Context: an optimization exercise on an open-source flow, tuned for small area. The choices shown serve that exercise and are no tape-out recipe.
Only simulation tests tie the RTL to the original design; equivalence was not proved.
No activity file was given, so power comes from the tool's default toggle rates.

==> 09-14: inputs <==
==> flow/design.v (excerpt) <==
module ALU(input [7:0] a, b, input [3:0] oper, input clk,
           output reg [7:0] msb, lsb);
    wire [7:0] pp [0:7];
    wire [7:0] s  [0:7];    
    wire [6:0] c  [0:7];    
    wire [15:0] prod;
    genvar i, j, k;
    generate
        for (i = 0; i < 8; i = i + 1) begin : ppg
            assign pp[i] = a & {8{b[i]}};
        end
        assign s[0] = pp[0];
        assign c[0] = 7'h00;
        for (i = 1; i < 8; i = i + 1) begin : mrow
            for (j = 0; j < 7; j = j + 1) begin : mcl
                wire x = pp[i][j];
                wire y = s[i-1][j+1];
                wire z = c[i-1][j];
                assign s[i][j] = x ^ y ^ z;
                assign c[i][j] = (x & y) | (x & z) | (y & z);
            end
            assign s[i][7] = pp[i][7];
        end
        for (i = 0; i < 8; i = i + 1) begin : plo
            assign prod[i] = s[i][0];
        end
    endgenerate
    wire [7:0] fc;
    assign fc[0] = 1'b0;
    generate
        for (j = 0; j < 7; j = j + 1) begin : fadd
            wire x = s[7][j+1];
            wire y = c[7][j];
            assign prod[8+j] = x ^ y ^ fc[j];
            assign fc[j+1] = (x & y) | (x & fc[j]) | (y & fc[j]);
        end
    endgenerate
    assign prod[15] = fc[7];
    wire isdiv = (oper == 4'h3) | (oper == 4'h4);
    wire add   = (oper == 4'h0);
    wire gt    = (oper == 4'hE);
    wire [7:0] q;
    wire co;
    generate
        for (k = 7; k >= 0; k = k - 1) begin : row
  ...
clock: 12.5 ns
lec_check: 0
cap_margin: 0
core_margin: 2
core_utilization: 40
cts_buf_list: sky130_fd_sc_hd__clkbuf_4
gpl_timing_driven: 0
setup_slack_margin: -0.5
slew_margin: 0
standard.sh (not shown) runs the stock make flow with config.mk's settings and CLKGATE_MAP_FILE= SYNTH_SCRIPT=/design/flow/synth_recipe.tcl, a recipe that flattens the netlist after the stock synthesis.
==> flow/flow/run.sh <==
#!/bin/bash
# Own flow: the standard synthesis (kept for reference), then the
# hand-built netlist in flow/net.v (same registers, same names) in its place,
# then the standard layout from floorplan to finish. Port buffers are
# buf_1 cells.
set -euo pipefail
R=orfs/results/$FLOW_PLATFORM/ALU/base
bash standard.sh synth > std_synth.log 2>&1
cp $R/1_2_yosys.v std_1_2_yosys.v
cp flow/net.v $R/1_2_yosys.v
touch $R/1_2_yosys.v
bash standard.sh "BUFFER_PORTS_ARGS=-buffer_cell sky130_fd_sc_hd__buf_1" finish > layout.log 2>&1
Other scripts of this flow, unchanged in this note and not shown: flow/flow/net.v
==> 01-26: changes against 09-14 <==
--- a/flow/flow/run.sh
+++ b/flow/flow/run.sh
@@ -11,2 +11,2 @@
 touch $R/1_2_yosys.v
-bash standard.sh "BUFFER_PORTS_ARGS=-buffer_cell sky130_fd_sc_hd__buf_1" finish > layout.log 2>&1
+bash standard.sh "BUFFER_PORTS_ARGS=-buffer_cell sky130_fd_sc_hd__buf_2" finish > layout.log 2>&1
CORE_UTILIZATION = 65   (was 40)
==> 08-25: changes against 09-14 <==
--- a/flow/flow/run.sh
+++ b/flow/flow/run.sh
@@ -11,2 +11,2 @@
 touch $R/1_2_yosys.v
-bash standard.sh "BUFFER_PORTS_ARGS=-buffer_cell sky130_fd_sc_hd__buf_1" finish > layout.log 2>&1
+bash standard.sh "BUFFER_PORTS_ARGS=-buffer_cell sky130_fd_sc_hd__buf_2" finish > layout.log 2>&1
GPL_TIMING_DRIVEN = not set   (was 0)
==> comparison table <==
quantity	01-26	09-14	08-25
Status	timing/DRC/antenna clean	timing/DRC/antenna clean	timing/DRC/antenna clean
Placed wire-length estimate	6.46 mm	6.94 mm	7.45 mm
Static leakage power	1.49 nW	1.39 nW	1.53 nW
Final RePlAce weighted congestion	0.950	0.821	0.819
Combined buffer and inverter count along the critical path	1	2	2
Met3 track demand over resource	0.690%	1.28%	1.70%
Floorplan row count	27	34	34
Final #Nets	587	587	596
Die Height	78.6 microns	99.0 microns	99.0 microns
Layout Area Growth over Synthesis	10.0%	10.6%	13.2%
Post-layout power	364 uW	357 uW	362 uW
Fraction of layout instances using a drive strength above 1	11.6%	5.42%	12.9%
Capture point of the worst path	lsb[7]	lsb[0]	lsb[6]
Comb pwr	277 uW	267 uW	270 uW
Seq pwr share	17.2%	17.7%	17.3%
Wire length of the first global-routing pass	13.9 mm	15.1 mm	16.0 mm
Tapcell Cnt	72	108	108

## afterwards: timing with drivers on the ports
In the flow no input, the clock included, has a driving cell. The finished layouts below were timed again as built, in two steps. Step 1: set_driving_cell puts a clkbuf_16 on clk and a buf_2 on each other input, an assumption about the parent block. Step 2 adds t to the input delays and takes it off the output delays; t is the mean of the earliest and latest rising clock arrival at the registers after step 1. Input paths then give back, and output paths get back, about the clock's delay inside the block. Slacks: ideal / step 1 / step 2; pairs: ideal / step 1.
run	t (ns)	setup slack, ns	latest minus earliest clock arrival (ns)
09-14	0.305	0.676 / 0.681 / 0.376	0.004 / 0.005
01-26	0.285	0.728 / 0.729 / 0.444	0.001 / 0.002
08-25	0.319	0.558 / 0.561 / 0.242	0.002 / 0.002
After both steps setup and hold are still met in every run listed. The setup slack of 08-25, which loses most, moves by +0.003 ns with the drivers and by -0.316 ns with both steps.
